From an optimization exercise on the open Yosys and OpenROAD flow, aimed at small area and a short achievable clock period; shortcuts taken in it are not production practice. Where RTL was checked, it was by simulation tests only, not by an equivalence proof against the original. For run 1, only the layout was checked, not whether the RTL still works. Power figures rest on the tool's default switching activity, not on a simulated workload.

==> flow/design.v, too long to show whole: its modules and the start of the top module <==
// module dsp_27x27u: 2799 lines
// module mul_fa: 10 lines
// module mul_x2: 7 lines
// module mul_a2: 7 lines
// module mul_g0001: 8 lines
// module mul_g1010: 8 lines
// module mul_g1110: 8 lines
// module mul_p001: 7 lines
// module mul_p110: 7 lines
// module mul_x3: 8 lines
// module mul_mj: 8 lines
module dsp_27x27u #(
    parameter LATENCY = 2,
    parameter AX_WIDTH = 27,
    parameter AY_WIDTH = 27,
    parameter RESULT_A_WIDTH = 54
) (
    input   clock,
    input   resetn,
    input   ivalid,
    input   iready,
    output  ovalid,
    output  oready,
    input [AX_WIDTH-1:0] ax,
    input [AY_WIDTH-1:0] ay,
    output [RESULT_A_WIDTH-1:0] resulta
);
  // ...
==> flow/flow/run.sh <==
#!/bin/bash
# The standard layout (standard.sh), except that the buffers on the ports are
# plain buffers (buf_2) rather than the delay cells the default picks.
# make's output goes to standard.log; each ORFS step keeps its own log under orfs/logs.
set -euo pipefail
bash standard.sh finish "BUFFER_PORTS_ARGS=-buffer_cell sky130_fd_sc_hd__buf_2" > standard.log 2>&1
==> flow/standard.sh <==
#!/bin/bash
# synth_recipe.tcl (not shown) runs the flow's synth.tcl, then flattens the netlist and writes it again
# the make line also repeats each setting of config.mk as NAME=value (left out here)
make -C /OpenROAD-flow-scripts/flow DESIGN_CONFIG=/design/flow/config.mk WORK_HOME=/design/flow/orfs CLKGATE_MAP_FILE= SYNTH_SCRIPT=/design/flow/synth_recipe.tcl "${@:-finish}"
==> flow/config.mk <==
export PLATFORM = sky130hd
export DESIGN_NAME = dsp_27x27u
export DESIGN_NICKNAME = dsp_27x27u
export VERILOG_FILES = /design/flow/design.v
export SDC_FILE = /design/flow/constraint.sdc
export NUM_CORES = 4
export LEC_CHECK = 0
export CAP_MARGIN = 20
export CORE_MARGIN = 2
export CORE_UTILIZATION = 45
export SETUP_SLACK_MARGIN = 4.8
export SLEW_MARGIN = 20
export SYNTH_HIERARCHICAL = 1
export SYNTH_MINIMUM_KEEP_SIZE = 0
export TNS_END_PERCENT = 10
==> flow/constraint.sdc <==
create_clock -name core_clock -period 8.5 [get_ports {clock}]
set_input_delay 1.7000 -clock core_clock [delete_from_list [all_inputs] [get_ports {clock}]]
set_output_delay 1.7000 -clock core_clock [all_outputs]
set_load 0.01 [all_outputs]
==> impl_metrics.env, run 1 <==
export IMPL_status="complete, no violations"
export IMPL_yosys_most_used_dff="dfxtp_1"
export IMPL_p_comb_mw=9.90
export IMPL_cts_resized=89
export IMPL_buffer_area_share_pct=5.12
export IMPL_ff2ff_setup_slack_ns=4.70
export IMPL_p_int_mw=6.94
export IMPL_met2WireLength_um=30600
export IMPL_die_h_um=228
export IMPL_p_clk_share_pct=6.2
export IMPL_drt_iter0_markers=2346
export IMPL_drv_slew=0
export IMPL_cp_arrival_ns=2.33
export IMPL_final_cell_mix="xnor2_1 (309), a22o_1 (224), a221oi_1 (224)"
export IMPL_grt_max_degree=57
export IMPL_h_tree_depth=4
export IMPL_powerSeq_mw=1.75
export IMPL_start_util_pct=45.3
export IMPL_setup_tns_ns=0
export IMPL_layout_commonest_cell="xnor2_1"
export IMPL_synthArstFlopShare_pct=0
export IMPL_post_route_drc_count=0
export IMPL_synth_commonest_cells="xnor2_1 (312), a221oi_1 (224), a22o_1 (224), dfxtp_1 (196), clkbuf_1 (172)"
export IMPL_synth_top_area_share_pct=17.4
export IMPL_layout_min_cycle_time_ns=4.03
export IMPL_rsz0062_at_grt="yes"
export IMPL_cts_hold_buf=0
export IMPL_cpLargestDelayFamily="compound AO/OA/AOI/OAI gates"
export IMPL_totalWireLength_um=74600
export IMPL_grt_util_met3_pct=10.5
export IMPL_synth_area_mm2=0.0226
export IMPL_wire_per_inst_um=25.0
export IMPL_final_util_pct=49.7
export IMPL_hold_ws_ns=0.936
export IMPL_num_multi_input_gates=1771
export IMPL_power_leader="combinational logic"
export IMPL_multi_input_area_mm2=0.0178
export IMPL_finalCritPeriodShare_pct=47.4
==> run 2: changes to the inputs <==
--- a/flow/design.v
+++ b/flow/design.v
@@ -1948,391 +1948,302 @@
     mul_fa u_s479 (.a(pp9), .b(pp35), .c(pp61), .s(s479), .co(c480));
     mul_x2 u_s481 (.a(c476), .b(s479), .y(s481));
     mul_a2 u_c482 (.a(c476), .b(s479), .y(c482));
     mul_fa u_s483 (.a(negr[3]), .b(pp10), .c(pp36), .s(s483), .co(c484));
     mul_fa u_s485 (.a(pp62), .b(pp88), .c(c480), .s(s485), .co(c486));
     mul_x2 u_s487 (.a(s483), .b(c482), .y(s487));
     mul_a2 u_c488 (.a(s483), .b(c482), .y(c488));
     mul_fa u_s489 (.a(pp11), .b(pp37), .c(pp63), .s(s489), .co(c490));
-    mul_x3 ux_s491 (.a(c484), .b(pp89), .c(s489), .s(s491));
-    mul_mj um_s491 (.a(pp89), .b(c484), .c(s489), .co(c492));
-    mul_x2 u_s493 (.a(s491), .b(c486), .y(s493));
-    mul_a2 u_c494 (.a(s491), .b(c486), .y(c494));
+    mul_fa u_s491 (.a(pp89), .b(c484), .c(s489), .s(s491), .co(c492));
+    mul_x2 u_s493 (.a(c486), .b(c488), .y(s493));
+    mul_a2 u_c494 (.a(c486), .b(c488), .y(c494));
     mul_fa u_s495 (.a(pp12), .b(pp38), .c(pp64), .s(s495), .co(c496));
-    mul_x3 ux_s497 (.a(c490), .b(pp90), .c(s495), .s(s497));
-    mul_mj um_s497 (.a(pp90), .b(c490), .c(s495), .co(c498));
-    mul_x2 u_s499 (.a(s497), .b(c492), .y(s499));
-    mul_a2 u_c500 (.a(s497), .b(c492), .y(c500));
+    mul_fa u_s497 (.a(pp90), .b(c490), .c(s495), .s(s497), .co(c498));
+    mul_x2 u_s499 (.a(c492), .b(s497), .y(s499));
+    mul_a2 u_c500 (.a(c492), .b(s497), .y(c500));
     mul_fa u_s501 (.a(negr[4]), .b(pp13), .c(pp39), .s(s501), .co(c502));
     mul_fa u_s503 (.a(pp65), .b(pp91), .c(pp117), .s(s503), .co(c504));
-    mul_x3 ux_s505 (.a(s501), .b(c496), .c(s503), .s(s505));
-    mul_mj um_s505 (.a(c496), .b(s501), .c(s503), .co(c506));
+    mul_fa u_s505 (.a(c496), .b(s501), .c(s503), .s(s505), .co(c506));
     mul_x2 u_s507 (.a(c498), .b(s505), .y(s507));
     mul_a2 u_c508 (.a(c498), .b(s505), .y(c508));
     mul_fa u_s509 (.a(pp14), .b(pp40), .c(pp66), .s(s509), .co(c510));
     mul_fa u_s511 (.a(pp92), .b(pp118), .c(c502), .s(s511), .co(c512));
-    mul_x3 ux_s513 (.a(s509), .b(c504), .c(c506), .s(s513));
-    mul_mj um_s513 (.a(c504), .b(s509), .c(c506), .co(c514));
-    mul_x2 u_s515 (.a(s511), .b(c508), .y(s515));
-    mul_a2 u_c516 (.a(s511), .b(c508), .y(c516));
+    mul_fa u_s513 (.a(c504), .b(s509), .c(s511), .s(s513), .co(c514));
+    mul_x2 u_s515 (.a(c506), .b(c508), .y(s515));
+    mul_a2 u_c516 (.a(c506), .b(c508), .y(c516));
     mul_fa u_s517 (.a(pp15), .b(pp41), .c(pp67), .s(s517), .co(c518));
     mul_fa u_s519 (.a(pp93), .b(pp119), .c(c510), .s(s519), .co(c520));
-    mul_x3 ux_s521 (.a(c512), .b(s517), .c(s519), .s(s521));
-    mul_mj um_s521 (.a(s517), .b(c512), .c(s519), .co(c522));
+    mul_fa u_s521 (.a(s517), .b(c512), .c(s519), .s(s521), .co(c522));
     mul_x2 u_s523 (.a(c514), .b(s521), .y(s523));
     mul_a2 u_c524 (.a(c514), .b(s521), .y(c524));
     mul_fa u_s525 (.a(negr[5]), .b(pp16), .c(pp42), .s(s525), .co(c526));
     mul_fa u_s527 (.a(pp68), .b(pp94), .c(pp120), .s(s527), .co(c528));
-    mul_x3 ux_s529 (.a(c518), .b(pp146), .c(s525), .s(s529));
-    mul_mj um_s529 (.a(pp146), .b(c518), .c(s525), .co(c530));
-    mul_x3 ux_s531 (.a(s529), .b(s527), .c(c520), .s(s531));
-    mul_mj um_s531 (.a(s527), .b(s529), .c(c520), .co(c532));
-    mul_x2 u_s533 (.a(s531), .b(c522), .y(s533));
-    mul_a2 u_c534 (.a(s531), .b(c522), .y(c534));
+    mul_fa u_s529 (.a(pp146), .b(c518), .c(s525), .s(s529), .co(c530));
+    mul_fa u_s531 (.a(s527), .b(c520), .c(s529), .s(s531), .co(c532));
+    mul_x2 u_s533 (.a(c522), .b(s531), .y(s533));
+    mul_a2 u_c534 (.a(c522), .b(s531), .y(c534));
     mul_fa u_s535 (.a(pp17), .b(pp43), .c(pp69), .s(s535), .co(c536));
     mul_fa u_s537 (.a(pp95), .b(pp121), .c(pp147), .s(s537), .co(c538));
-    mul_x3 ux_s539 (.a(c528), .b(c526), .c(s535), .s(s539));
-    mul_mj um_s539 (.a(c526), .b(c528), .c(s535), .co(c540));
-    mul_x3 ux_s541 (.a(c530), .b(s537), .c(s539), .s(s541));
-    mul_mj um_s541 (.a(s537), .b(c530), .c(s539), .co(c542));
+    mul_fa u_s539 (.a(c526), .b(c528), .c(s535), .s(s539), .co(c540));
+    mul_fa u_s541 (.a(s537), .b(c530), .c(s539), .s(s541), .co(c542));
     mul_x2 u_s543 (.a(c532), .b(s541), .y(s543));
     mul_a2 u_c544 (.a(c532), .b(s541), .y(c544));
     mul_fa u_s545 (.a(pp18), .b(pp44), .c(pp70), .s(s545), .co(c546));
     mul_fa u_s547 (.a(pp96), .b(pp122), .c(pp148), .s(s547), .co(c548));
-    mul_x3 ux_s549 (.a(c538), .b(c536), .c(s545), .s(s549));
-    mul_mj um_s549 (.a(c536), .b(c538), .c(s545), .co(c550));
-    mul_x3 ux_s551 (.a(c540), .b(s547), .c(s549), .s(s551));
-    mul_mj um_s551 (.a(s547), .b(c540), .c(s549), .co(c552));
+    mul_fa u_s549 (.a(c536), .b(c538), .c(s545), .s(s549), .co(c550));
+    mul_fa u_s551 (.a(s547), .b(c540), .c(s549), .s(s551), .co(c552));
     mul_x2 u_s553 (.a(c542), .b(s551), .y(s553));
     mul_a2 u_c554 (.a(c542), .b(s551), .y(c554));
     mul_fa u_s555 (.a(negr[6]), .b(pp19), .c(pp45), .s(s555), .co(c556));
     mul_fa u_s557 (.a(pp71), .b(pp97), .c(pp123), .s(s557), .co(c558));
     mul_fa u_s559 (.a(pp149), .b(pp175), .c(c546), .s(s559), .co(c560));
-    mul_x3 ux_s561 (.a(s555), .b(c548), .c(s557), .s(s561));
-    mul_mj um_s561 (.a(c548), .b(s555), .c(s557), .co(c562));
-    mul_x3 ux_s563 (.a(s561), .b(c550), .c(s559), .s(s563));
-    mul_mj um_s563 (.a(c550), .b(s561), .c(s559), .co(c564));
+    mul_fa u_s561 (.a(c548), .b(s555), .c(s557), .s(s561), .co(c562));
+    mul_fa u_s563 (.a(s559), .b(c550), .c(s561), .s(s563), .co(c564));
     mul_x2 u_s565 (.a(c552), .b(s563), .y(s565));
     mul_a2 u_c566 (.a(c552), .b(s563), .y(c566));
     mul_fa u_s567 (.a(pp20), .b(pp46), .c(pp72), .s(s567), .co(c568));
     mul_fa u_s569 (.a(pp98), .b(pp124), .c(pp150), .s(s569), .co(c570));
     mul_fa u_s571 (.a(pp176), .b(c556), .c(c558), .s(s571), .co(c572));
-    mul_x3 ux_s573 (.a(s569), .b(s567), .c(c562), .s(s573));
-    mul_mj um_s573 (.a(s567), .b(s569), .c(c562), .co(c574));
-    mul_x3 ux_s575 (.a(s571), .b(c560), .c(s573), .s(s575));
-    mul_mj um_s575 (.a(c560), .b(s571), .c(s573), .co(c576));
-    mul_x2 u_s577 (.a(c564), .b(s575), .y(s577));
-    mul_a2 u_c578 (.a(c564), .b(s575), .y(c578));
+    mul_fa u_s573 (.a(s567), .b(s569), .c(c560), .s(s573), .co(c574));
+    mul_fa u_s575 (.a(c562), .b(s571), .c(s573), .s(s575), .co(c576));
+    mul_x2 u_s577 (.a(c564), .b(c566), .y(s577));
+    mul_a2 u_c578 (.a(c564), .b(c566), .y(c578));
     mul_fa u_s579 (.a(pp21), .b(pp47), .c(pp73), .s(s579), .co(c580));
     mul_fa u_s581 (.a(pp99), .b(pp125), .c(pp151), .s(s581), .co(c582));
     mul_fa u_s583 (.a(pp177), .b(c568), .c(c570), .s(s583), .co(c584));
-    mul_x3 ux_s585 (.a(s581), .b(s579), .c(c572), .s(s585));
-    mul_mj um_s585 (.a(s579), .b(s581), .c(c572), .co(c586));
-    mul_x3 ux_s587 (.a(s585), .b(s583), .c(c574), .s(s587));
-    mul_mj um_s587 (.a(s583), .b(s585), .c(c574), .co(c588));
+    mul_fa u_s585 (.a(s579), .b(s581), .c(c572), .s(s585), .co(c586));
+    mul_fa u_s587 (.a(s583), .b(c574), .c(s585), .s(s587), .co(c588));
     mul_x2 u_s589 (.a(c576), .b(s587), .y(s589));
     mul_a2 u_c590 (.a(c576), .b(s587), .y(c590));
     mul_fa u_s591 (.a(negr[7]), .b(pp22), .c(pp48), .s(s591), .co(c592));
     mul_fa u_s593 (.a(pp74), .b(pp100), .c(pp126), .s(s593), .co(c594));
     mul_fa u_s595 (.a(pp152), .b(pp178), .c(pp204), .s(s595), .co(c596));
-    mul_x3 ux_s597 (.a(c582), .b(c580), .c(s591), .s(s597));
-    mul_mj um_s597 (.a(c580), .b(c582), .c(s591), .co(c598));
-    mul_x3 ux_s599 (.a(s595), .b(s593), .c(s597), .s(s599));
-    mul_mj um_s599 (.a(s593), .b(s595), .c(s597), .co(c600));
-    mul_x3 ux_s601 (.a(s599), .b(c584), .c(c586), .s(s601));
-    mul_mj um_s601 (.a(c584), .b(s599), .c(c586), .co(c602));
-    mul_x2 u_s603 (.a(s601), .b(c588), .y(s603));
-    mul_a2 u_c604 (.a(s601), .b(c588), .y(c604));
+    mul_fa u_s597 (.a(c580), .b(c582), .c(s591), .s(s597), .co(c598));
+    mul_fa u_s599 (.a(s593), .b(s595), .c(c584), .s(s599), .co(c600));
+    mul_fa u_s601 (.a(s597), .b(c586), .c(s599), .s(s601), .co(c602));
+    mul_x2 u_s603 (.a(c588), .b(s601), .y(s603));
+    mul_a2 u_c604 (.a(c588), .b(s601), .y(c604));
     mul_fa u_s605 (.a(pp23), .b(pp49), .c(pp75), .s(s605), .co(c606));
     mul_fa u_s607 (.a(pp101), .b(pp127), .c(pp153), .s(s607), .co(c608));
     mul_fa u_s609 (.a(pp179), .b(pp205), .c(c592), .s(s609), .co(c610));
-    mul_x3 ux_s611 (.a(c596), .b(c594), .c(s605), .s(s611));
-    mul_mj um_s611 (.a(c594), .b(c596), .c(s605), .co(c612));
-    mul_x3 ux_s613 (.a(c598), .b(s607), .c(s611), .s(s613));
-    mul_mj um_s613 (.a(s607), .b(c598), .c(s611), .co(c614));
-    mul_x3 ux_s615 (.a(c600), .b(s609), .c(s613), .s(s615));
-    mul_mj um_s615 (.a(s609), .b(c600), .c(s613), .co(c616));
+    mul_fa u_s611 (.a(c594), .b(c596), .c(s605), .s(s611), .co(c612));
+    mul_fa u_s613 (.a(s607), .b(s609), .c(c598), .s(s613), .co(c614));
+    mul_fa u_s615 (.a(s611), .b(c600), .c(s613), .s(s615), .co(c616));
     mul_x2 u_s617 (.a(c602), .b(s615), .y(s617));
     mul_a2 u_c618 (.a(c602), .b(s615), .y(c618));
     mul_fa u_s619 (.a(pp24), .b(pp50), .c(pp76), .s(s619), .co(c620));
     mul_fa u_s621 (.a(pp102), .b(pp128), .c(pp154), .s(s621), .co(c622));
     mul_fa u_s623 (.a(pp180), .b(pp206), .c(c606), .s(s623), .co(c624));
-    mul_x3 ux_s625 (.a(s619), .b(c608), .c(s621), .s(s625));
-    mul_mj um_s625 (.a(c608), .b(s619), .c(s621), .co(c626));
-    mul_x3 ux_s627 (.a(c610), .b(c612), .c(s625), .s(s627));
-    mul_mj um_s627 (.a(c612), .b(c610), .c(s625), .co(c628));
-    mul_x3 ux_s629 (.a(c614), .b(s623), .c(s627), .s(s629));
-    mul_mj um_s629 (.a(s623), .b(c614), .c(s627), .co(c630));
+    mul_fa u_s625 (.a(c608), .b(s619), .c(s621), .s(s625), .co(c626));
+    mul_fa u_s627 (.a(c610), .b(s623), .c(c612), .s(s627), .co(c628));
+    mul_fa u_s629 (.a(s625), .b(c614), .c(s627), .s(s629), .co(c630));
     mul_x2 u_s631 (.a(c616), .b(s629), .y(s631));
     mul_a2 u_c632 (.a(c616), .b(s629), .y(c632));
     mul_fa u_s633 (.a(negr[8]), .b(pp25), .c(pp51), .s(s633), .co(c634));
     mul_fa u_s635 (.a(pp77), .b(pp103), .c(pp129), .s(s635), .co(c636));
     mul_fa u_s637 (.a(pp155), .b(pp181), .c(pp207), .s(s637), .co(c638));
     mul_fa u_s639 (.a(pp233), .b(c620), .c(c622), .s(s639), .co(c640));
-    mul_x3 ux_s641 (.a(s635), .b(s633), .c(s637), .s(s641));
-    mul_mj um_s641 (.a(s633), .b(s635), .c(s637), .co(c642));
-    mul_x3 ux_s643 (.a(c624), .b(c626), .c(s641), .s(s643));
-    mul_mj um_s643 (.a(c626), .b(c624), .c(s641), .co(c644));
-    mul_x3 ux_s645 (.a(c628), .b(s639), .c(s643), .s(s645));
-    mul_mj um_s645 (.a(s639), .b(c628), .c(s643), .co(c646));
+    mul_fa u_s641 (.a(s633), .b(s635), .c(s637), .s(s641), .co(c642));
+    mul_fa u_s643 (.a(c624), .b(s639), .c(c626), .s(s643), .co(c644));
+    mul_fa u_s645 (.a(s641), .b(c628), .c(s643), .s(s645), .co(c646));
     mul_x2 u_s647 (.a(c630), .b(s645), .y(s647));
     mul_a2 u_c648 (.a(c630), .b(s645), .y(c648));
     mul_fa u_s649 (.a(pp26), .b(pp52), .c(pp78), .s(s649), .co(c650));
     mul_fa u_s651 (.a(pp104), .b(pp130), .c(pp156), .s(s651), .co(c652));
     mul_fa u_s653 (.a(pp182), .b(pp208), .c(pp234), .s(s653), .co(c654));
     mul_fa u_s655 (.a(c634), .b(c636), .c(c638), .s(s655), .co(c656));
-    mul_x3 ux_s657 (.a(s651), .b(s649), .c(s653), .s(s657));
-    mul_mj um_s657 (.a(s649), .b(s651), .c(s653), .co(c658));
-    mul_x3 ux_s659 (.a(c640), .b(c642), .c(s657), .s(s659));
-    mul_mj um_s659 (.a(c642), .b(c640), .c(s657), .co(c660));
-    mul_x3 ux_s661 (.a(c644), .b(s655), .c(s659), .s(s661));
-    mul_mj um_s661 (.a(s655), .b(c644), .c(s659), .co(c662));
+    mul_fa u_s657 (.a(s649), .b(s651), .c(s653), .s(s657), .co(c658));
+    mul_fa u_s659 (.a(c640), .b(c642), .c(s655), .s(s659), .co(c660));
+    mul_fa u_s661 (.a(s657), .b(c644), .c(s659), .s(s661), .co(c662));
     mul_x2 u_s663 (.a(c646), .b(s661), .y(s663));
     mul_a2 u_c664 (.a(c646), .b(s661), .y(c664));
     mul_fa u_s665 (.a(pp27), .b(pp53), .c(pp79), .s(s665), .co(c666));
     mul_fa u_s667 (.a(pp105), .b(pp131), .c(pp157), .s(s667), .co(c668));
     mul_fa u_s669 (.a(pp183), .b(pp209), .c(pp235), .s(s669), .co(c670));
     mul_fa u_s671 (.a(c650), .b(c652), .c(c654), .s(s671), .co(c672));
-    mul_x3 ux_s673 (.a(s667), .b(s665), .c(s669), .s(s673));
-    mul_mj um_s673 (.a(s665), .b(s667), .c(s669), .co(c674));
-    mul_x3 ux_s675 (.a(c656), .b(c658), .c(s673), .s(s675));
-    mul_mj um_s675 (.a(c658), .b(c656), .c(s673), .co(c676));
-    mul_x3 ux_s677 (.a(c660), .b(s671), .c(s675), .s(s677));
-    mul_mj um_s677 (.a(s671), .b(c660), .c(s675), .co(c678));
+    mul_fa u_s673 (.a(s665), .b(s667), .c(s669), .s(s673), .co(c674));
+    mul_fa u_s675 (.a(c656), .b(c658), .c(s671), .s(s675), .co(c676));
+    mul_fa u_s677 (.a(s673), .b(c660), .c(s675), .s(s677), .co(c678));
     mul_x2 u_s679 (.a(c662), .b(s677), .y(s679));
     mul_a2 u_c680 (.a(c662), .b(s677), .y(c680));
     mul_fa u_s681 (.a(pp262), .b(pp28), .c(pp54), .s(s681), .co(c682));
     mul_fa u_s683 (.a(pp80), .b(pp106), .c(pp132), .s(s683), .co(c684));
     mul_fa u_s685 (.a(pp158), .b(pp184), .c(pp210), .s(s685), .co(c686));
     mul_fa u_s687 (.a(pp236), .b(c666), .c(c668), .s(s687), .co(c688));
-    mul_x3 ux_s689 (.a(s681), .b(c670), .c(s683), .s(s689));
-    mul_mj um_s689 (.a(c670), .b(s681), .c(s683), .co(c690));
-    mul_x3 ux_s691 (.a(c674), .b(s685), .c(s689), .s(s691));
-    mul_mj um_s691 (.a(s685), .b(c674), .c(s689), .co(c692));
-    mul_x3 ux_s693 (.a(s687), .b(c672), .c(s691), .s(s693));
-    mul_mj um_s693 (.a(c672), .b(s687), .c(s691), .co(c694));
-    mul_x3 ux_s695 (.a(s693), .b(c676), .c(c678), .s(s695));
-    mul_mj um_s695 (.a(c676), .b(s693), .c(c678), .co(c696));
+    mul_fa u_s689 (.a(c670), .b(s681), .c(s683), .s(s689), .co(c690));
+    mul_fa u_s691 (.a(s685), .b(c672), .c(s687), .s(s691), .co(c692));
+    mul_fa u_s693 (.a(c674), .b(s689), .c(c676), .s(s693), .co(c694));
+    mul_fa u_s695 (.a(s691), .b(s693), .c(c678), .s(s695), .co(c696));
     mul_fa u_s697 (.a(pp263), .b(pp29), .c(pp55), .s(s697), .co(c698));
     mul_fa u_s699 (.a(pp81), .b(pp107), .c(pp133), .s(s699), .co(c700));
     mul_fa u_s701 (.a(pp159), .b(pp185), .c(pp211), .s(s701), .co(c702));
     mul_fa u_s703 (.a(pp237), .b(c682), .c(c684), .s(s703), .co(c704));
-    mul_x3 ux_s705 (.a(s697), .b(c686), .c(s699), .s(s705));
-    mul_mj um_s705 (.a(c686), .b(s697), .c(s699), .co(c706));
-    mul_x3 ux_s707 (.a(c690), .b(s701), .c(s705), .s(s707));
-    mul_mj um_s707 (.a(s701), .b(c690), .c(s705), .co(c708));
-    mul_x3 ux_s709 (.a(s703), .b(c688), .c(c692), .s(s709));
-    mul_mj um_s709 (.a(c688), .b(s703), .c(c692), .co(c710));
-    mul_x3 ux_s711 (.a(s709), .b(s707), .c(c694), .s(s711));
-    mul_mj um_s711 (.a(s707), .b(s709), .c(c694), .co(c712));
+    mul_fa u_s705 (.a(c686), .b(s697), .c(s699), .s(s705), .co(c706));
+    mul_fa u_s707 (.a(s701), .b(c688), .c(c690), .s(s707), .co(c708));
+    mul_fa u_s709 (.a(s703), .b(s705), .c(c692), .s(s709), .co(c710));
+    mul_fa u_s711 (.a(s707), .b(c694), .c(s709), .s(s711), .co(c712));
     assign s713 = ~(pp264 ^ ~negr[0]);
     assign c714 = pp264 | ~negr[0];
     mul_fa u_s715 (.a(pp56), .b(pp82), .c(pp108), .s(s715), .co(c716));
     mul_fa u_s717 (.a(pp134), .b(pp160), .c(pp186), .s(s717), .co(c718));
     mul_fa u_s719 (.a(pp212), .b(pp238), .c(s713), .s(s719), .co(c720));
     mul_fa u_s721 (.a(c698), .b(c700), .c(c702), .s(s721), .co(c722));
-    mul_x3 ux_s723 (.a(s717), .b(s715), .c(s719), .s(s723));
-    mul_mj um_s723 (.a(s715), .b(s717), .c(s719), .co(c724));
-    mul_x3 ux_s725 (.a(c704), .b(c706), .c(s723), .s(s725));
-    mul_mj um_s725 (.a(c706), .b(c704), .c(s723), .co(c726));
-    mul_x3 ux_s727 (.a(c708), .b(s721), .c(s725), .s(s727));
-    mul_mj um_s727 (.a(s721), .b(c708), .c(s725), .co(c728));
+    mul_fa u_s723 (.a(s715), .b(s717), .c(s719), .s(s723), .co(c724));
+    mul_fa u_s725 (.a(c704), .b(c706), .c(s721), .s(s725), .co(c726));
+    mul_fa u_s727 (.a(s723), .b(c708), .c(s725), .s(s727), .co(c728));
     mul_x2 u_s729 (.a(c710), .b(s727), .y(s729));
     mul_a2 u_c730 (.a(c710), .b(s727), .y(c730));
     assign s731 = ~(pp265 ^ pp57);
     assign c732 = pp265 | pp57;
     mul_fa u_s733 (.a(pp83), .b(pp109), .c(pp135), .s(s733), .co(c734));
     mul_fa u_s735 (.a(pp161), .b(pp187), .c(pp213), .s(s735), .co(c736));
     mul_fa u_s737 (.a(pp239), .b(c714), .c(s731), .s(s737), .co(c738));
     mul_fa u_s739 (.a(c716), .b(c718), .c(c720), .s(s739), .co(c740));
-    mul_x3 ux_s741 (.a(s735), .b(s733), .c(s737), .s(s741));
-    mul_mj um_s741 (.a(s733), .b(s735), .c(s737), .co(c742));
-    mul_x3 ux_s743 (.a(c722), .b(c724), .c(s741), .s(s743));
-    mul_mj um_s743 (.a(c724), .b(c722), .c(s741), .co(c744));
-    mul_x3 ux_s745 (.a(c726), .b(s739), .c(s743), .s(s745));
-    mul_mj um_s745 (.a(s739), .b(c726), .c(s743), .co(c746));
+    mul_fa u_s741 (.a(s733), .b(s735), .c(s737), .s(s741), .co(c742));
+    mul_fa u_s743 (.a(c722), .b(c724), .c(s739), .s(s743), .co(c744));
+    mul_fa u_s745 (.a(s741), .b(c726), .c(s743), .s(s745), .co(c746));
     mul_x2 u_s747 (.a(c728), .b(s745), .y(s747));
     mul_a2 u_c748 (.a(c728), .b(s745), .y(c748));
     assign s749 = ~(pp266 ^ pp58);
     assign c750 = pp266 | pp58;
     mul_fa u_s751 (.a(pp84), .b(pp110), .c(pp136), .s(s751), .co(c752));
     mul_fa u_s753 (.a(pp162), .b(pp188), .c(pp214), .s(s753), .co(c754));
     mul_fa u_s755 (.a(pp240), .b(c732), .c(s749), .s(s755), .co(c756));
-    mul_x3 ux_s757 (.a(c736), .b(c734), .c(s751), .s(s757));
-    mul_mj um_s757 (.a(c734), .b(c736), .c(s751), .co(c758));
-    mul_x3 ux_s759 (.a(c738), .b(s753), .c(s755), .s(s759));
-    mul_mj um_s759 (.a(s753), .b(c738), .c(s755), .co(c760));
-    mul_x3 ux_s761 (.a(c740), .b(s757), .c(s759), .s(s761));
-    mul_mj um_s761 (.a(s757), .b(c740), .c(s759), .co(c762));
-    mul_x3 ux_s763 (.a(c744), .b(c742), .c(s761), .s(s763));
-    mul_mj um_s763 (.a(c742), .b(c744), .c(s761), .co(c764));
+    mul_fa u_s757 (.a(c734), .b(c736), .c(s751), .s(s757), .co(c758));
+    mul_fa u_s759 (.a(s753), .b(c738), .c(s755), .s(s759), .co(c760));
+    mul_fa u_s761 (.a(c740), .b(s757), .c(c742), .s(s761), .co(c762));
+    mul_fa u_s763 (.a(s759), .b(c744), .c(s761), .s(s763), .co(c764));
     mul_x2 u_s765 (.a(c746), .b(s763), .y(s765));
     mul_a2 u_c766 (.a(c746), .b(s763), .y(c766));
     mul_fa u_s767 (.a(pp267), .b(~negr[1]), .c(pp85), .s(s767), .co(c768));
     mul_fa u_s769 (.a(pp111), .b(pp137), .c(pp163), .s(s769), .co(c770));
     mul_fa u_s771 (.a(pp189), .b(pp215), .c(pp241), .s(s771), .co(c772));
     mul_fa u_s773 (.a(c750), .b(c752), .c(c754), .s(s773), .co(c774));
-    mul_x3 ux_s775 (.a(s769), .b(s767), .c(s771), .s(s775));
-    mul_mj um_s775 (.a(s767), .b(s769), .c(s771), .co(c776));
-    mul_x3 ux_s777 (.a(c758), .b(c756), .c(s775), .s(s777));
-    mul_mj um_s777 (.a(c756), .b(c758), .c(s775), .co(c778));
-    mul_x3 ux_s779 (.a(c760), .b(s773), .c(s777), .s(s779));
-    mul_mj um_s779 (.a(s773), .b(c760), .c(s777), .co(c780));
-    mul_x3 ux_s781 (.a(s779), .b(c762), .c(c764), .s(s781));
-    mul_mj um_s781 (.a(c762), .b(s779), .c(c764), .co(c782));
+    mul_fa u_s775 (.a(s767), .b(s769), .c(s771), .s(s775), .co(c776));
+    mul_fa u_s777 (.a(c756), .b(c758), .c(s773), .s(s777), .co(c778));
+    mul_fa u_s779 (.a(s775), .b(c760), .c(s777), .s(s779), .co(c780));
+    mul_fa u_s781 (.a(c762), .b(s779), .c(c764), .s(s781), .co(c782));
     assign s783 = ~(pp268 ^ pp86);
     assign c784 = pp268 | pp86;
     mul_fa u_s785 (.a(pp112), .b(pp138), .c(pp164), .s(s785), .co(c786));
     mul_fa u_s787 (.a(pp190), .b(pp216), .c(pp242), .s(s787), .co(c788));
     mul_fa u_s789 (.a(s783), .b(c768), .c(c770), .s(s789), .co(c790));
-    mul_x3 ux_s791 (.a(s785), .b(c772), .c(s787), .s(s791));
-    mul_mj um_s791 (.a(c772), .b(s785), .c(s787), .co(c792));
-    mul_x3 ux_s793 (.a(c774), .b(c776), .c(s791), .s(s793));
-    mul_mj um_s793 (.a(c776), .b(c774), .c(s791), .co(c794));
-    mul_x3 ux_s795 (.a(c778), .b(s789), .c(s793), .s(s795));
-    mul_mj um_s795 (.a(s789), .b(c778), .c(s793), .co(c796));
+    mul_fa u_s791 (.a(c772), .b(s785), .c(s787), .s(s791), .co(c792));
+    mul_fa u_s793 (.a(c774), .b(s789), .c(c776), .s(s793), .co(c794));
+    mul_fa u_s795 (.a(s791), .b(c778), .c(s793), .s(s795), .co(c796));
     mul_x2 u_s797 (.a(c780), .b(s795), .y(s797));
     mul_a2 u_c798 (.a(c780), .b(s795), .y(c798));
     assign s799 = ~(pp269 ^ pp87);
     assign c800 = pp269 | pp87;
     mul_fa u_s801 (.a(pp113), .b(pp139), .c(pp165), .s(s801), .co(c802));
     mul_fa u_s803 (.a(pp191), .b(pp217), .c(pp243), .s(s803), .co(c804));
     mul_fa u_s805 (.a(c784), .b(s799), .c(c786), .s(s805), .co(c806));
-    mul_x3 ux_s807 (.a(s801), .b(c788), .c(s803), .s(s807));
-    mul_mj um_s807 (.a(c788), .b(s801), .c(s803), .co(c808));
-    mul_x3 ux_s809 (.a(c790), .b(c792), .c(s807), .s(s809));
-    mul_mj um_s809 (.a(c792), .b(c790), .c(s807), .co(c810));
-    mul_x3 ux_s811 (.a(c794), .b(s805), .c(s809), .s(s811));
-    mul_mj um_s811 (.a(s805), .b(c794), .c(s809), .co(c812));
+    mul_fa u_s807 (.a(c788), .b(s801), .c(s803), .s(s807), .co(c808));
+    mul_fa u_s809 (.a(c790), .b(s805), .c(c792), .s(s809), .co(c810));
+    mul_fa u_s811 (.a(s807), .b(c794), .c(s809), .s(s811), .co(c812));
     mul_x2 u_s813 (.a(c796), .b(s811), .y(s813));
     mul_a2 u_c814 (.a(c796), .b(s811), .y(c814));
     mul_fa u_s815 (.a(pp270), .b(~negr[2]), .c(pp114), .s(s815), .co(c816));
     mul_fa u_s817 (.a(pp140), .b(pp166), .c(pp192), .s(s817), .co(c818));
     mul_fa u_s819 (.a(pp218), .b(pp244), .c(c800), .s(s819), .co(c820));
     mul_fa u_s821 (.a(c802), .b(c804), .c(s815), .s(s821), .co(c822));
-    mul_x3 ux_s823 (.a(s819), .b(s817), .c(c808), .s(s823));
-    mul_mj um_s823 (.a(s817), .b(s819), .c(c808), .co(c824));
-    mul_x3 ux_s825 (.a(s821), .b(c806), .c(s823), .s(s825));
-    mul_mj um_s825 (.a(c806), .b(s821), .c(s823), .co(c826));
-    mul_x3 ux_s827 (.a(s825), .b(c810), .c(c812), .s(s827));
-    mul_mj um_s827 (.a(c810), .b(s825), .c(c812), .co(c828));
+    mul_fa u_s823 (.a(s817), .b(s819), .c(c806), .s(s823), .co(c824));
+    mul_fa u_s825 (.a(c808), .b(s821), .c(s823), .s(s825), .co(c826));
+    mul_fa u_s827 (.a(c810), .b(s825), .c(c812), .s(s827), .co(c828));
     assign s829 = ~(pp271 ^ pp115);
     assign c830 = pp271 | pp115;
     mul_fa u_s831 (.a(pp141), .b(pp167), .c(pp193), .s(s831), .co(c832));
     mul_fa u_s833 (.a(pp219), .b(pp245), .c(s829), .s(s833), .co(c834));
-    mul_x3 ux_s835 (.a(c818), .b(c816), .c(s831), .s(s835));
-    mul_mj um_s835 (.a(c816), .b(c818), .c(s831), .co(c836));
-    mul_x3 ux_s837 (.a(s833), .b(c820), .c(s835), .s(s837));
-    mul_mj um_s837 (.a(c820), .b(s833), .c(s835), .co(c838));
-    mul_x3 ux_s839 (.a(s837), .b(c822), .c(c824), .s(s839));
-    mul_mj um_s839 (.a(c822), .b(s837), .c(c824), .co(c840));
+    mul_fa u_s835 (.a(c816), .b(c818), .c(s831), .s(s835), .co(c836));
+    mul_fa u_s837 (.a(c820), .b(s833), .c(c822), .s(s837), .co(c838));
+    mul_fa u_s839 (.a(s835), .b(c824), .c(s837), .s(s839), .co(c840));
     mul_x2 u_s841 (.a(c826), .b(s839), .y(s841));
     mul_a2 u_c842 (.a(c826), .b(s839), .y(c842));
     assign s843 = ~(pp272 ^ pp116);
     assign c844 = pp272 | pp116;
     mul_fa u_s845 (.a(pp142), .b(pp168), .c(pp194), .s(s845), .co(c846));
     mul_fa u_s847 (.a(pp220), .b(pp246), .c(c830), .s(s847), .co(c848));
-    mul_x3 ux_s849 (.a(c832), .b(s843), .c(s845), .s(s849));
-    mul_mj um_s849 (.a(s843), .b(c832), .c(s845), .co(c850));
-    mul_x3 ux_s851 (.a(s847), .b(c834), .c(s849), .s(s851));
-    mul_mj um_s851 (.a(c834), .b(s847), .c(s849), .co(c852));
-    mul_x3 ux_s853 (.a(s851), .b(c836), .c(c838), .s(s853));
-    mul_mj um_s853 (.a(c836), .b(s851), .c(c838), .co(c854));
-    mul_x2 u_s855 (.a(s853), .b(c840), .y(s855));
-    mul_a2 u_c856 (.a(s853), .b(c840), .y(c856));
+    mul_fa u_s849 (.a(s843), .b(c832), .c(s845), .s(s849), .co(c850));
+    mul_fa u_s851 (.a(c834), .b(s847), .c(c836), .s(s851), .co(c852));
+    mul_fa u_s853 (.a(s849), .b(c838), .c(s851), .s(s853), .co(c854));
+    mul_x2 u_s855 (.a(c840), .b(s853), .y(s855));
+    mul_a2 u_c856 (.a(c840), .b(s853), .y(c856));
     mul_fa u_s857 (.a(pp273), .b(~negr[3]), .c(pp143), .s(s857), .co(c858));
     mul_fa u_s859 (.a(pp169), .b(pp195), .c(pp221), .s(s859), .co(c860));
     mul_fa u_s861 (.a(pp247), .b(c844), .c(c846), .s(s861), .co(c862));
-    mul_x3 ux_s863 (.a(s859), .b(s857), .c(c848), .s(s863));
-    mul_mj um_s863 (.a(s857), .b(s859), .c(c848), .co(c864));
-    mul_x3 ux_s865 (.a(s863), .b(c850), .c(s861), .s(s865));
-    mul_mj um_s865 (.a(c850), .b(s863), .c(s861), .co(c866));
-    mul_x3 ux_s867 (.a(s865), .b(c852), .c(c854), .s(s867));
-    mul_mj um_s867 (.a(c852), .b(s865), .c(c854), .co(c868));
+    mul_fa u_s863 (.a(s857), .b(s859), .c(c848), .s(s863), .co(c864));
+    mul_fa u_s865 (.a(s861), .b(c850), .c(s863), .s(s865), .co(c866));
+    mul_fa u_s867 (.a(c852), .b(s865), .c(c854), .s(s867), .co(c868));
     assign s869 = ~(pp274 ^ pp144);
     assign c870 = pp274 | pp144;
     mul_fa u_s871 (.a(pp170), .b(pp196), .c(pp222), .s(s871), .co(c872));
     mul_fa u_s873 (.a(pp248), .b(s869), .c(c858), .s(s873), .co(c874));
-    mul_x3 ux_s875 (.a(s871), .b(c860), .c(c862), .s(s875));
-    mul_mj um_s875 (.a(c860), .b(s871), .c(c862), .co(c876));
-    mul_x3 ux_s877 (.a(c864), .b(s873), .c(s875), .s(s877));
-    mul_mj um_s877 (.a(s873), .b(c864), .c(s875), .co(c878));
+    mul_fa u_s875 (.a(c860), .b(s871), .c(c862), .s(s875), .co(c876));
+    mul_fa u_s877 (.a(s873), .b(c864), .c(s875), .s(s877), .co(c878));
     mul_x2 u_s879 (.a(c866), .b(s877), .y(s879));
     mul_a2 u_c880 (.a(c866), .b(s877), .y(c880));
     assign s881 = ~(pp275 ^ pp145);
     assign c882 = pp275 | pp145;
     mul_fa u_s883 (.a(pp171), .b(pp197), .c(pp223), .s(s883), .co(c884));
     mul_fa u_s885 (.a(pp249), .b(c870), .c(s881), .s(s885), .co(c886));
-    mul_x3 ux_s887 (.a(s883), .b(c872), .c(s885), .s(s887));
-    mul_mj um_s887 (.a(c872), .b(s883), .c(s885), .co(c888));
-    mul_x3 ux_s889 (.a(s887), .b(c874), .c(c876), .s(s889));
-    mul_mj um_s889 (.a(c874), .b(s887), .c(c876), .co(c890));
-    mul_x2 u_s891 (.a(c878), .b(s889), .y(s891));
-    mul_a2 u_c892 (.a(c878), .b(s889), .y(c892));
+    mul_fa u_s887 (.a(c872), .b(s883), .c(s885), .s(s887), .co(c888));
+    mul_fa u_s889 (.a(c874), .b(s887), .c(c876), .s(s889), .co(c890));
+    mul_x2 u_s891 (.a(s889), .b(c878), .y(s891));
+    mul_a2 u_c892 (.a(s889), .b(c878), .y(c892));
     mul_fa u_s893 (.a(pp276), .b(~negr[4]), .c(pp172), .s(s893), .co(c894));
     mul_fa u_s895 (.a(pp198), .b(pp224), .c(pp250), .s(s895), .co(c896));
     mul_fa u_s897 (.a(c882), .b(c884), .c(s893), .s(s897), .co(c898));
-    mul_x3 ux_s899 (.a(c886), .b(s895), .c(s897), .s(s899));
-    mul_mj um_s899 (.a(s895), .b(c886), .c(s897), .co(c900));
-    mul_x3 ux_s901 (.a(s899), .b(c888), .c(c890), .s(s901));
-    mul_mj um_s901 (.a(c888), .b(s899), .c(c890), .co(c902));
+    mul_fa u_s899 (.a(s895), .b(c886), .c(s897), .s(s899), .co(c900));
+    mul_fa u_s901 (.a(c888), .b(s899), .c(c890), .s(s901), .co(c902));
     assign s903 = ~(pp277 ^ pp173);
     assign c904 = pp277 | pp173;
     mul_fa u_s905 (.a(pp199), .b(pp225), .c(pp251), .s(s905), .co(c906));
     mul_fa u_s907 (.a(s903), .b(c894), .c(c896), .s(s907), .co(c908));
-    mul_x3 ux_s909 (.a(c898), .b(s905), .c(s907), .s(s909));
-    mul_mj um_s909 (.a(s905), .b(c898), .c(s907), .co(c910));
-    mul_x2 u_s911 (.a(s909), .b(c900), .y(s911));
-    mul_a2 u_c912 (.a(s909), .b(c900), .y(c912));
+    mul_fa u_s909 (.a(s905), .b(c898), .c(s907), .s(s909), .co(c910));
+    mul_x2 u_s911 (.a(c900), .b(s909), .y(s911));
+    mul_a2 u_c912 (.a(c900), .b(s909), .y(c912));
     assign s913 = ~(pp278 ^ pp174);
     assign c914 = pp278 | pp174;
     mul_fa u_s915 (.a(pp200), .b(pp226), .c(pp252), .s(s915), .co(c916));
     mul_fa u_s917 (.a(c904), .b(s913), .c(c906), .s(s917), .co(c918));
-    mul_x3 ux_s919 (.a(c908), .b(s915), .c(s917), .s(s919));
-    mul_mj um_s919 (.a(s915), .b(c908), .c(s917), .co(c920));
-    mul_x2 u_s921 (.a(s919), .b(c910), .y(s921));
-    mul_a2 u_c922 (.a(s919), .b(c910), .y(c922));
+    mul_fa u_s919 (.a(s915), .b(c908), .c(s917), .s(s919), .co(c920));
+    mul_x2 u_s921 (.a(c910), .b(s919), .y(s921));
+    mul_a2 u_c922 (.a(c910), .b(s919), .y(c922));
     mul_fa u_s923 (.a(pp279), .b(~negr[5]), .c(pp201), .s(s923), .co(c924));
     mul_fa u_s925 (.a(pp227), .b(pp253), .c(c914), .s(s925), .co(c926));
-    mul_x3 ux_s927 (.a(s923), .b(c916), .c(s925), .s(s927));
-    mul_mj um_s927 (.a(c916), .b(s923), .c(s925), .co(c928));
-    mul_x3 ux_s929 (.a(s927), .b(c918), .c(c920), .s(s929));
-    mul_mj um_s929 (.a(c918), .b(s927), .c(c920), .co(c930));
+    mul_fa u_s927 (.a(c916), .b(s923), .c(s925), .s(s927), .co(c928));
+    mul_fa u_s929 (.a(c918), .b(s927), .c(c920), .s(s929), .co(c930));
     assign s931 = ~(pp280 ^ pp202);
     assign c932 = pp280 | pp202;
     mul_fa u_s933 (.a(pp228), .b(pp254), .c(s931), .s(s933), .co(c934));
-    mul_x3 ux_s935 (.a(c926), .b(c924), .c(s933), .s(s935));
-    mul_mj um_s935 (.a(c924), .b(c926), .c(s933), .co(c936));
-    mul_x2 u_s937 (.a(s935), .b(c928), .y(s937));
-    mul_a2 u_c938 (.a(s935), .b(c928), .y(c938));
+    mul_fa u_s935 (.a(c924), .b(c926), .c(s933), .s(s935), .co(c936));
+    mul_x2 u_s937 (.a(c928), .b(s935), .y(s937));
+    mul_a2 u_c938 (.a(c928), .b(s935), .y(c938));
     assign s939 = ~(pp281 ^ pp203);
     assign c940 = pp281 | pp203;
     mul_fa u_s941 (.a(pp229), .b(pp255), .c(c932), .s(s941), .co(c942));
-    mul_x3 ux_s943 (.a(c934), .b(s939), .c(s941), .s(s943));
-    mul_mj um_s943 (.a(s939), .b(c934), .c(s941), .co(c944));
-    mul_x2 u_s945 (.a(s943), .b(c936), .y(s945));
-    mul_a2 u_c946 (.a(s943), .b(c936), .y(c946));
+    mul_fa u_s943 (.a(s939), .b(c934), .c(s941), .s(s943), .co(c944));
+    mul_x2 u_s945 (.a(c936), .b(s943), .y(s945));
+    mul_a2 u_c946 (.a(c936), .b(s943), .y(c946));
     mul_fa u_s947 (.a(pp282), .b(~negr[6]), .c(pp230), .s(s947), .co(c948));
     mul_fa u_s949 (.a(pp256), .b(c940), .c(s947), .s(s949), .co(c950));
-    mul_x3 ux_s951 (.a(s949), .b(c942), .c(c944), .s(s951));
-    mul_mj um_s951 (.a(c942), .b(s949), .c(c944), .co(c952));
+    mul_fa u_s951 (.a(c942), .b(s949), .c(c944), .s(s951), .co(c952));
     assign s953 = ~(pp283 ^ pp231);
     assign c954 = pp283 | pp231;
     mul_fa u_s955 (.a(pp257), .b(s953), .c(c948), .s(s955), .co(c956));
     mul_x2 u_s957 (.a(c950), .b(s955), .y(s957));
     mul_a2 u_c958 (.a(c950), .b(s955), .y(c958));
     assign s959 = ~(pp284 ^ pp232);
     assign c960 = pp284 | pp232;
     mul_fa u_s961 (.a(pp258), .b(c954), .c(s959), .s(s961), .co(c962));
     mul_x2 u_s963 (.a(s961), .b(c956), .y(s963));
     mul_a2 u_c964 (.a(s961), .b(c956), .y(c964));
     mul_fa u_s965 (.a(pp285), .b(~negr[7]), .c(pp259), .s(s965), .co(c966));
-    mul_x3 ux_s967 (.a(s965), .b(c960), .c(c962), .s(s967));
-    mul_mj um_s967 (.a(c960), .b(s965), .c(c962), .co(c968));
+    mul_fa u_s967 (.a(c960), .b(s965), .c(c962), .s(s967), .co(c968));
     assign s969 = ~(pp286 ^ pp260);
     assign c970 = pp286 | pp260;
     mul_x2 u_s971 (.a(s969), .b(c966), .y(s971));
     mul_a2 u_c972 (.a(s969), .b(c966), .y(c972));
     assign s973 = ~(pp287 ^ pp261);
     assign c974 = pp287 | pp261;
     mul_x2 u_s975 (.a(c970), .b(s973), .y(s975));
     mul_a2 u_c976 (.a(c970), .b(s973), .y(c976));
@@ -2348,18 +2259,18 @@
     mul_x2 u_lp987 (.a(s471), .b(s473), .y(lp987));
     mul_a2 u_lg988 (.a(s471), .b(s473), .y(lg988));
     mul_x2 u_lp989 (.a(s475), .b(s477), .y(lp989));
     mul_a2 u_lg990 (.a(s475), .b(s477), .y(lg990));
     mul_x2 u_lp991 (.a(c478), .b(s481), .y(lp991));
     mul_a2 u_lg992 (.a(c478), .b(s481), .y(lg992));
     mul_x2 u_lp993 (.a(s485), .b(s487), .y(lp993));
     mul_a2 u_lg994 (.a(s485), .b(s487), .y(lg994));
-    mul_x2 u_lp995 (.a(c488), .b(s493), .y(lp995));
-    mul_a2 u_lg996 (.a(c488), .b(s493), .y(lg996));
+    mul_x2 u_lp995 (.a(s491), .b(s493), .y(lp995));
+    mul_a2 u_lg996 (.a(s491), .b(s493), .y(lg996));
     mul_x2 u_lp997 (.a(c494), .b(s499), .y(lp997));
     mul_a2 u_lg998 (.a(c494), .b(s499), .y(lg998));
     assign pp999 = pp3 & pp2;
     mul_g0001 u_pg1000 (.gh(lg984), .ph(lp983), .gl(lg982), .go(pg1000));
     mul_p001 u_pp1001 (.ph(lp983), .pl(lp981), .po(pp1001));
     mul_g0001 u_pg1002 (.gh(lg988), .ph(lp987), .gl(lg986), .go(pg1002));
     mul_p001 u_pp1003 (.ph(lp987), .pl(lp985), .po(pp1003));
     mul_g0001 u_pg1004 (.gh(lg992), .ph(lp991), .gl(lg990), .go(pg1004));
@@ -2416,18 +2327,18 @@
     mul_x2 u_cp1041 (.a(c524), .b(s533), .y(cp1041));
     mul_a2 u_cg1042 (.a(c524), .b(s533), .y(cg1042));
     mul_x2 u_cp1043 (.a(c534), .b(s543), .y(cp1043));
     mul_a2 u_cg1044 (.a(c534), .b(s543), .y(cg1044));
     mul_x2 u_cp1045 (.a(c544), .b(s553), .y(cp1045));
     mul_a2 u_cg1046 (.a(c544), .b(s553), .y(cg1046));
     mul_x2 u_cp1047 (.a(c554), .b(s565), .y(cp1047));
     mul_a2 u_cg1048 (.a(c554), .b(s565), .y(cg1048));
-    mul_x2 u_cp1049 (.a(c566), .b(s577), .y(cp1049));
-    mul_a2 u_cg1050 (.a(c566), .b(s577), .y(cg1050));
+    mul_x2 u_cp1049 (.a(s575), .b(s577), .y(cp1049));
+    mul_a2 u_cg1050 (.a(s575), .b(s577), .y(cg1050));
     mul_x2 u_cp1051 (.a(c578), .b(s589), .y(cp1051));
     mul_a2 u_cg1052 (.a(c578), .b(s589), .y(cg1052));
     mul_x2 u_cp1053 (.a(c590), .b(s603), .y(cp1053));
     mul_a2 u_cg1054 (.a(c590), .b(s603), .y(cg1054));
     mul_x2 u_cp1055 (.a(c604), .b(s617), .y(cp1055));
     mul_a2 u_cg1056 (.a(c604), .b(s617), .y(cg1056));
     mul_x2 u_cp1057 (.a(c618), .b(s631), .y(cp1057));
     mul_a2 u_cg1058 (.a(c618), .b(s631), .y(cg1058));
@@ -2854,24 +2765,8 @@
 endmodule
 module mul_p110 (
     input ph,
     input pl,
     output po
 );
     assign po = ~ph & ~pl;
 endmodule
-module mul_x3 (
-    input a,
-    input b,
-    input c,
-    output s
-);
-    assign s = a ^ b ^ c;
-endmodule
-module mul_mj (
-    input a,
-    input b,
-    input c,
-    output co
-);
-    assign co = (a & b) | (a & c) | (b & c);
-endmodule
==> run 2 against run 1 <==
- clock-buffer cell count is the same
- synthesized area shrank 5.9%
- via count down 3.6%
- critical path type unchanged
- critical endpoint is now resulta[42]
- largest cell class unchanged
- largest power group unchanged
==> impl_metrics.env, run 2 <==
export IMPL_grt_pass1_vias=18273
export IMPL_grt_pass1_wl_um=111000
export IMPL_worstHoldPathType="reg2reg"
export IMPL_antenna_cells=0
export IMPL_dp_cells=2773
export IMPL_grt_util_met3_pct=9.44
export IMPL_die_h_um=221
export IMPL_rsz0062_at_grt="yes"
export IMPL_ios=114
export IMPL_crit_type="reg2out"
export IMPL_clock_sink_count=196
export IMPL_irDropWorstVdd_mv=0.283
export IMPL_vias=18231
export IMPL_totalWireLength_um=73000
export IMPL_areaGrowthSynthToFinish_pct=15.5
export IMPL_gr_total_overflow=0
export IMPL_finClkSkew_ns=0.0144
export IMPL_synth_top_area_share_pct=18.7
export IMPL_cts_root_buf="clkbuf_16"
export IMPL_start_util_pct=45.6
export IMPL_layout_min_cycle_time_ns=3.99
export IMPL_cpLargestDelayFamily="compound AO/OA/AOI/OAI gates"
export IMPL_avgSynthCellArea_um2=9.51
export IMPL_crit_slowest_cell="dfxtp_2"
export IMPL_ff2ff_setup_slack_ns=4.62
export IMPL_yosys_most_used_dff="dfxtp_1"
export IMPL_die_area_mm2=0.0490
export IMPL_finalCritPeriodShare_pct=46.9
export IMPL_track_usage_pct=29.4
export IMPL_synth_cell_type_count=30
export IMPL_max_stage_delay_ns=0.35
export IMPL_cp_arrival_ns=2.29
export IMPL_clk_path_buf_depth=2
export IMPL_grt_most_used_layer="met2"
export IMPL_die_x_um=221
export IMPL_layout_commonest_cell="xnor2_1"
export IMPL_reg2reg_from="xr[24]$_DFF_P_"
export IMPL_worst_path_max_fanout=4
export IMPL_synth_seq_area_share_pct=18.5
export IMPL_synth_top_cell_by_area="fa_1"
export IMPL_synthArstFlopShare_pct=0
export IMPL_syn_inst=2234
export IMPL_clkLatencyLatePin_ns=0.47
export IMPL_setup_viol=0
export IMPL_synth_top_cells_by_area="fa_1 (19%), dfxtp_1 (18%), xnor2_1 (13%)"
export IMPL_synth_area_mm2=0.0213
export IMPL_crit_chain="a21oi_4 > buf_4 > o21ai_4 > a21oi_4 > o21ai_4 > a21oi_4 > inv_1 > a21oi_2 > xnor2_2 > buf_2"
export IMPL_grt_use_met2_pct=44.3
export IMPL_nNetsFinal=2574
export IMPL_tightestPinTransition_ns=0.714
export IMPL_wire_per_inst_um=25.5
export IMPL_io_buffers=108
export IMPL_worst_path_stages=10
export IMPL_top_regs="x3r x29, xr x26, lowr x13"
export IMPL_core_mm2=0.0466
export IMPL_grt_max_degree=57
export IMPL_cp_startpoint="pr14$_DFF_P_"
export IMPL_slew_headroom_pct=52.4
export IMPL_status="complete, no violations"
export IMPL_cp_num_buf_inv=3
export IMPL_h_tree_depth=4
export IMPL_placementRows=79
export IMPL_setup_slack_ns=4.51
export IMPL_clkSlewWorstSetupHoldPaths_ns=0.07
export IMPL_synth_edf_count=0
export IMPL_rr_worst_depth=10
export IMPL_leakagePower_nw=9.41
export IMPL_fmax_ghz=0.251
export IMPL_drive_gt1_share_pct=27.0
export IMPL_via_per_inst=6.37
export IMPL_cp_start_kind="register"
export IMPL_crit_top_cell="a21oi_4"
export IMPL_cts_tree="yes"
export IMPL_gp_congestion=0.942
export IMPL_drv_slew=0
export IMPL_final_cell_count_no_fill=2860
export IMPL_largest_register_ffs=29
export IMPL_regMostFlops="x3r"
export IMPL_post_route_drc_count=0
export IMPL_met1_usage_pct=38.6
export IMPL_final_cell_mix="xnor2_1 (307), a22o_1 (224), a221oi_1 (185)"
export IMPL_ant_nets=0
export IMPL_max_cap_violations=0
export IMPL_endpoint="resulta[42]"
export IMPL_antenna_found_initial=0
export IMPL_numCtsBuffers=17
export IMPL_drt_iter0_markers=2506
export IMPL_synth_commonest_cells="xnor2_1 (312), a221oi_1 (224), a22o_1 (224), fa_1 (199), dfxtp_1 (196)"
export IMPL_firstDrtPassIters=6
export IMPL_end_kind="output port"
export IMPL_power_density_mw_per_mm2=432
export IMPL_ys_warn_count=8
export IMPL_place_ws_ns=4.12
export IMPL_setup_tns_ns=0
export IMPL_synth_seq_cells=196
export IMPL_r2r_end="pr28$_DFF_P_"
export IMPL_required_ns=6.80
export IMPL_yosysMostFrequentCell="xnor2_1"
export IMPL_timing_hold_violations_final=0
export IMPL_dp_hpwl_um=47600
run 2: how the worst min path moves through the flow:
stage | startpoint | endpoint | slack (ns) | depth (start not counted)
3_5_place_dp | negr[0]$_DFF_P_ | lowr[0]$_DFF_P_ | 0.90 | 2
5_1_grt | negr[0]$_DFF_P_ | lowr[0]$_DFF_P_ | 0.92 | 2
4_1_cts | negr[0]$_DFF_P_ | lowr[0]$_DFF_P_ | 0.91 | 2
6_report | negr[0]$_DFF_P_ | lowr[0]$_DFF_P_ | 0.89 | 2
3_3_place_gp | negr[0]$_DFF_P_ | lowr[0]$_DFF_P_ | 0.86 | 2
2_1_floorplan | negr[0]$_DFF_P_ | lowr[0]$_DFF_P_ | 0.52 | 1
run 2: stage by stage:
step           power, mW  hold slack [ns]  instance area (um^2)  utilization (%)
2_1_floorplan       7.27            0.523                 21400                -
6_report            10.6            0.888                 24500             52.7
4_1_cts             10.4            0.912                 24200             51.9
3_5_place_dp        9.28            0.899                 22200             47.7
5_1_grt             11.5            0.923                 24500             52.7
3_3_place_gp        9.09            0.865                 22200             47.7
run 2: cell type report:
class                           instances  area (um^2)
Fill cell                            4176        22000
Multi-Input combinational cell       1682        16800
Sequential cell                       196         4010
Timing Repair Buffer                  235         1990
Tap cell                              607          759
Clock buffer                           19          453
Inverter                              108          408
Clock inverter                         13          121
run 2: layer usage:
layer,part of all wire [%],vias up
met5,0.053,-
met4,4.4,2
met3,13,246
met2,43,1184
met1,40,8857
li1,-,7942
run 2: where the power goes:
part	internal [mW]	switching [mW]
clock network	0.421	0.363
logic	3.77	4.31
registers	1.37	0.356
total	5.56	5.03
run 2: timing repair:
| action | in CTS | in global routing |
|---|---|---|
| pin swaps | 68 | 27 |
| resized for setup | 237 | 72 |
| hold buffers | 0 | 0 |
| cloned | 6 | 2 |
| setup buffers | 39 | 8 |
| endpoints found under the setup margin | 87 | 87 |
run 2: logic make-up (layout without fill, tap and decap cells):
group | Yosys count | in the layout | synth area share, %
AOI/OAI and AO/OA | 693 | 693 | 27.2
xor gates and xnor gates | 432 | 432 | 17.8
buffers and inverters | 357 | 375 | 6.48
adders and majority gates | 276 | 276 | 23.3
and+or+nand+nor | 271 | 271 | 6.35
DFF | 196 | 196 | 18.5
muxes | 8 | 8 | 0.424
other | 1 | 2 | 0.0176
run 2: Yosys stat by module, one instance, submodules excluded:
module,area (um^2),cells,times used
mul_g0001,8.76,1,123
mul_x2,8.76,1,93
mul_a2,6.26,1,92
mul_p001,3.75,1,73
mul_g1110,5.00,1,72
mul_g1010,12.5,2,1
mul_p110,3.75,1,47
dsp_27x27u,14000,1533,1
mul_fa,20.0,1,199
run 2: tightest hold or removal path, cell delays in order, from the launching register on:
cell and delay (ns):
dfxtp_2 0.31, buf_4 0.29, xor2_1 0.24
==> run 3: changes to the inputs <==
--- a/flow/config.mk
+++ b/flow/config.mk
@@ -7,7 +7,7 @@
 export LEC_CHECK = 0
 export CAP_MARGIN = 20
 export CORE_MARGIN = 2
-export CORE_UTILIZATION = 45
+export CORE_UTILIZATION = 65
 export SETUP_SLACK_MARGIN = 4.8
 export SLEW_MARGIN = 20
 export SYNTH_HIERARCHICAL = 1
==> run 3 against run 2 <==
- still clean
- synthesized area unchanged
- setup slack better by 0.034 ns
- core utilization up 22 points
- clock power up 6.0%
- flip-flop and latch count unchanged
- wire length down 3.5%
- critical path type is now reg2reg
- critical endpoint is now pr35$_DFF_P_
- largest power group unchanged
- highest routed layer unchanged
==> impl_metrics.env, run 3 <==
export IMPL_clock_sink_count=196
export IMPL_placementRows=66
export IMPL_switching_share_pct=48.2
export IMPL_antenna_cells=0
export IMPL_final_cell_count_no_fill=2676
export IMPL_ios=114
export IMPL_synth_cell_type_count=30
export IMPL_hold_ws_ns=0.873
export IMPL_drv_slew=0
export IMPL_cts_hold_buf=0
export IMPL_nFillCells=2430
export IMPL_r2r_end="pr35$_DFF_P_"
export IMPL_cp_num_buf_inv=0
export IMPL_synthArstFlopShare_pct=0
export IMPL_crit_slowest_cell="dfxtp_1"
export IMPL_drive_gt1_share_pct=25.0
export IMPL_die_h_um=185
export IMPL_layout_min_cycle_time_ns=3.95
export IMPL_syn_inst=2234
export IMPL_p_int_mw=5.55
export IMPL_die_area_mm2=0.0342
export IMPL_avgSynthCellArea_um2=9.51
export IMPL_start_util_pct=65.6
export IMPL_pwr_share_comb_pct=75.9
export IMPL_final_cell_mix="xnor2_1 (310), a22o_1 (224), a221oi_1 (197)"
export IMPL_totalWireLength_um=70500
export IMPL_cpLargestDelayFamily="adder cells"
export IMPL_dp_cells=2606
export IMPL_status="complete, no violations"
export IMPL_p_clk_share_pct=7.8
export IMPL_synth_top_cell_by_area="fa_1"
export IMPL_finalCritPeriodShare_pct=46.5
export IMPL_synth_area_mm2=0.0213
export IMPL_max_stage_delay_ns=0.80
export IMPL_rsz0062_at_grt="yes"
export IMPL_p_seq_share_pct=16.4
export IMPL_track_usage_pct=41.1
export IMPL_ff2ff_setup_slack_ns=4.55
export IMPL_required_ns=8.84
export IMPL_p_sw_mw=5.15
export IMPL_endpoint="pr35$_DFF_P_"
export IMPL_gr_total_overflow=0
export IMPL_crit_top_cell="fa_1"
export IMPL_fmax_ghz=0.253
export IMPL_setup_slack_ns=4.55
export IMPL_setup_viol=0
export IMPL_cp_start_kind="register"
export IMPL_synth_seq_area_share_pct=18.5
export IMPL_irDropWorstVdd_mv=0.290
export IMPL_synth_top_area_share_pct=18.7
export IMPL_cts_tree="yes"
export IMPL_die_x_um=185
export IMPL_firstDrtPassIters=8
export IMPL_yosysMostFrequentCell="xnor2_1"
export IMPL_tightestPinTransition_ns=0.746
export IMPL_core_mm2=0.0324
export IMPL_layout_commonest_cell="xnor2_1"
export IMPL_clk_path_buf_depth=2
export IMPL_regMostFlops="x3r"
export IMPL_place_ws_ns=4.22
export IMPL_yosys_most_used_dff="dfxtp_1"
export IMPL_synth_top_cells_by_area="fa_1 (19%), dfxtp_1 (18%), xnor2_1 (13%)"
export IMPL_drt_iter0_markers=2581
export IMPL_rr_worst_depth=9
export IMPL_ys_warn_count=8
export IMPL_leakagePower_nw=9.27
export IMPL_synth_commonest_cells="xnor2_1 (312), a221oi_1 (224), a22o_1 (224), fa_1 (199), dfxtp_1 (196)"
export IMPL_crit_chain="a22o_1 > a221oi_1 > xnor2_1 > fa_1 > fa_1 > fa_1 > fa_1 > fa_1 > xor2_1"
export IMPL_worst_path_stages=9
export IMPL_finClkSkew_ns=0.0116
export IMPL_cts_root_buf="clkbuf_16"
export IMPL_reg2reg_from="x3r[23]$_DFF_P_"
export IMPL_synth_seq_cells=196
export IMPL_worstHoldPathType="reg2reg"
export IMPL_wire_per_inst_um=26.3
export IMPL_nNetsFinal=2555
export IMPL_grt_pass1_vias=18159
export IMPL_max_cap_violations=0
export IMPL_worst_path_max_fanout=9
export IMPL_slew_headroom_pct=50.2
export IMPL_io_buffers=108
export IMPL_vias=18756
export IMPL_grt_pass1_wl_um=106000
export IMPL_setup_tns_ns=0
export IMPL_antenna_found_initial=2
export IMPL_post_route_drc_count=0
export IMPL_numCtsBuffers=17
export IMPL_grt_max_degree=57
export IMPL_synth_edf_count=0
export IMPL_areaGrowthSynthToFinish_pct=13.2
export IMPL_h_tree_depth=4
export IMPL_ant_nets=0
export IMPL_gp_congestion=1.04
export IMPL_clkLatencyLatePin_ns=0.46
export IMPL_end_kind="register"
export IMPL_power_density_mw_per_mm2=445
export IMPL_via_per_inst=7.01
export IMPL_clkSlewWorstSetupHoldPaths_ns=0.08
export IMPL_crit_type="reg2reg"
export IMPL_cp_startpoint="x3r[23]$_DFF_P_"
export IMPL_largest_register_ffs=29
export IMPL_top_regs="x3r x29, xr x26, lowr x13"
export IMPL_cp_arrival_ns=4.29
export IMPL_dp_hpwl_um=44000
export IMPL_timing_hold_violations_final=0
run 3: cell types whose count changed in the layout (fill, tap and decap cells not counted), moves of 4 or more:
cell / delta
a221oi_1: +12
a221oi_2: -12
buf_12: -4
buf_4: -14
fa_1: +10
fa_2: -10
run 3: kinds of logic (layout without fill, tap and decap cells):
| logic type | count (synthesis) | count (layout) | share of synthesized area [%] |
|---|---|---|---|
| compound gates | 693 | 693 | 27.2 |
| xor+xnor | 432 | 432 | 17.8 |
| buf+inv | 357 | 356 | 6.48 |
| fa+ha+maj | 276 | 276 | 23.3 |
| simple gates | 271 | 271 | 6.35 |
| flops | 196 | 196 | 18.5 |
| mux | 8 | 8 | 0.424 |
| other cells | 1 | 2 | 0.0176 |
run 3: worst min-delay path by stage:
stage | from | end | slack (ns) | cells after the start
6_report | x3r[0]$_DFF_P_ | lowr[0]$_DFF_P_ | 0.87 | 4
5_1_grt | negr[0]$_DFF_P_ | lowr[0]$_DFF_P_ | 0.93 | 2
4_1_cts | x3r[0]$_DFF_P_ | lowr[0]$_DFF_P_ | 0.86 | 4
3_5_place_dp | negr[0]$_DFF_P_ | lowr[0]$_DFF_P_ | 0.87 | 2
3_3_place_gp | negr[0]$_DFF_P_ | lowr[0]$_DFF_P_ | 0.86 | 2
2_1_floorplan | negr[0]$_DFF_P_ | lowr[0]$_DFF_P_ | 0.52 | 1
run 3: per-module statistics from Yosys, one instance, submodules excluded, a selection:
module,times used,cells inside
dsp_27x27u,1,1533
mul_a2,92,1
mul_fa,199,1
mul_g0001,123,1
mul_g1010,1,2
mul_g1110,72,1
mul_x2,93,1
run 3: through the flow:
stage	util, %	power [mW]	area [um^2]
finish	74.3	10.7	24100
floorplan	-	7.27	21400
global placement	67.9	8.98	22000
global route	74.3	11.6	24100
CTS	73.6	10.4	23800
detailed placement	67.9	9.25	22000
run 3: per-layer routing:
metal	routed length, um	global-route usage (%)	share of wire [%]
met5	107	2.22	0.15
met4	3720	18.1	5.3
met3	11100	18.0	16
met2	28900	59.5	41
met1	26700	53.0	38
run 3: cell type report:
type / instances / area, um^2 / share of cell area, %
Tap cell: 442 / 553 / 2.30
Timing Repair Buffer: 216 / 1760 / 7.32
Clock buffer: 17 / 425 / 1.77
Sequential cell: 196 / 4010 / 16.7
Clock inverter: 15 / 191 / 0.796
Inverter: 108 / 410 / 1.71
Multi-Input combinational cell: 1682 / 16700 / 69.4
run 3: power groups by stage:
stage                     Combinational [mW]  Clock [mW]  Sequential (mW)
after floorplan                         5.74           0             1.53
after global placement                  7.30           0             1.67
after detailed placement                7.57           0             1.68
after CTS                               7.89       0.847             1.69
after global routing                    8.95       0.884             1.75
final                                   8.12       0.831             1.75
run 3: worst reg2reg max path, delay by kind of cell, from the launching register on:
family / cells / cell delay (ns)
XOR/XNOR: 2 / 0.36
flip-flops: 1 / 0.80
AO/OA/AOI/OAI: 2 / 0.30
adder cells (fa/ha/maj): 5 / 2.38
run 3: repair_timing:
| action | 4_1_cts | 5_1_grt |
|---|---|---|
| cloned | 6 | 0 |
| resized for setup | 220 | 52 |
| endpoints found under the setup margin | 81 | 87 |
| setup buffers | 28 | 4 |
| pin swaps | 66 | 30 |

port drivers added, routing unchanged:
Ports are ideal in the flow. The routed layouts listed here were re-timed in OpenROAD. Step 1: set_driving_cell puts a clkbuf_16 on clock and a buf_2 on each other input, an assumption about the parent block. Step 2 times the ports against the registers' clock, not the clock port: input delays grow and output delays shrink by t, the midpoint of the rising clock arrivals with the driver on. Three values: ideal, step 1, step 2; two values: the first two.
run | shift t [ns] | setup slack, ns | latest minus earliest clock arrival (ns) | cell pins on the clock port's net
run 1 | 0.522 | 4.473 / 4.415 / 4.185 | 0.015 / 0.015 | 1
run 2 | 0.525 | 4.512 / 4.454 / 4.559 | 0.014 / 0.014 | 1
run 3 | 0.509 | 4.546 / 4.512 / 4.546 | 0.011 / 0.012 | 1
After both steps every run listed still meets setup and hold. For run 1, which loses most, drivers alone change the setup slack by -0.058 ns; drivers and shift together by -0.288 ns.
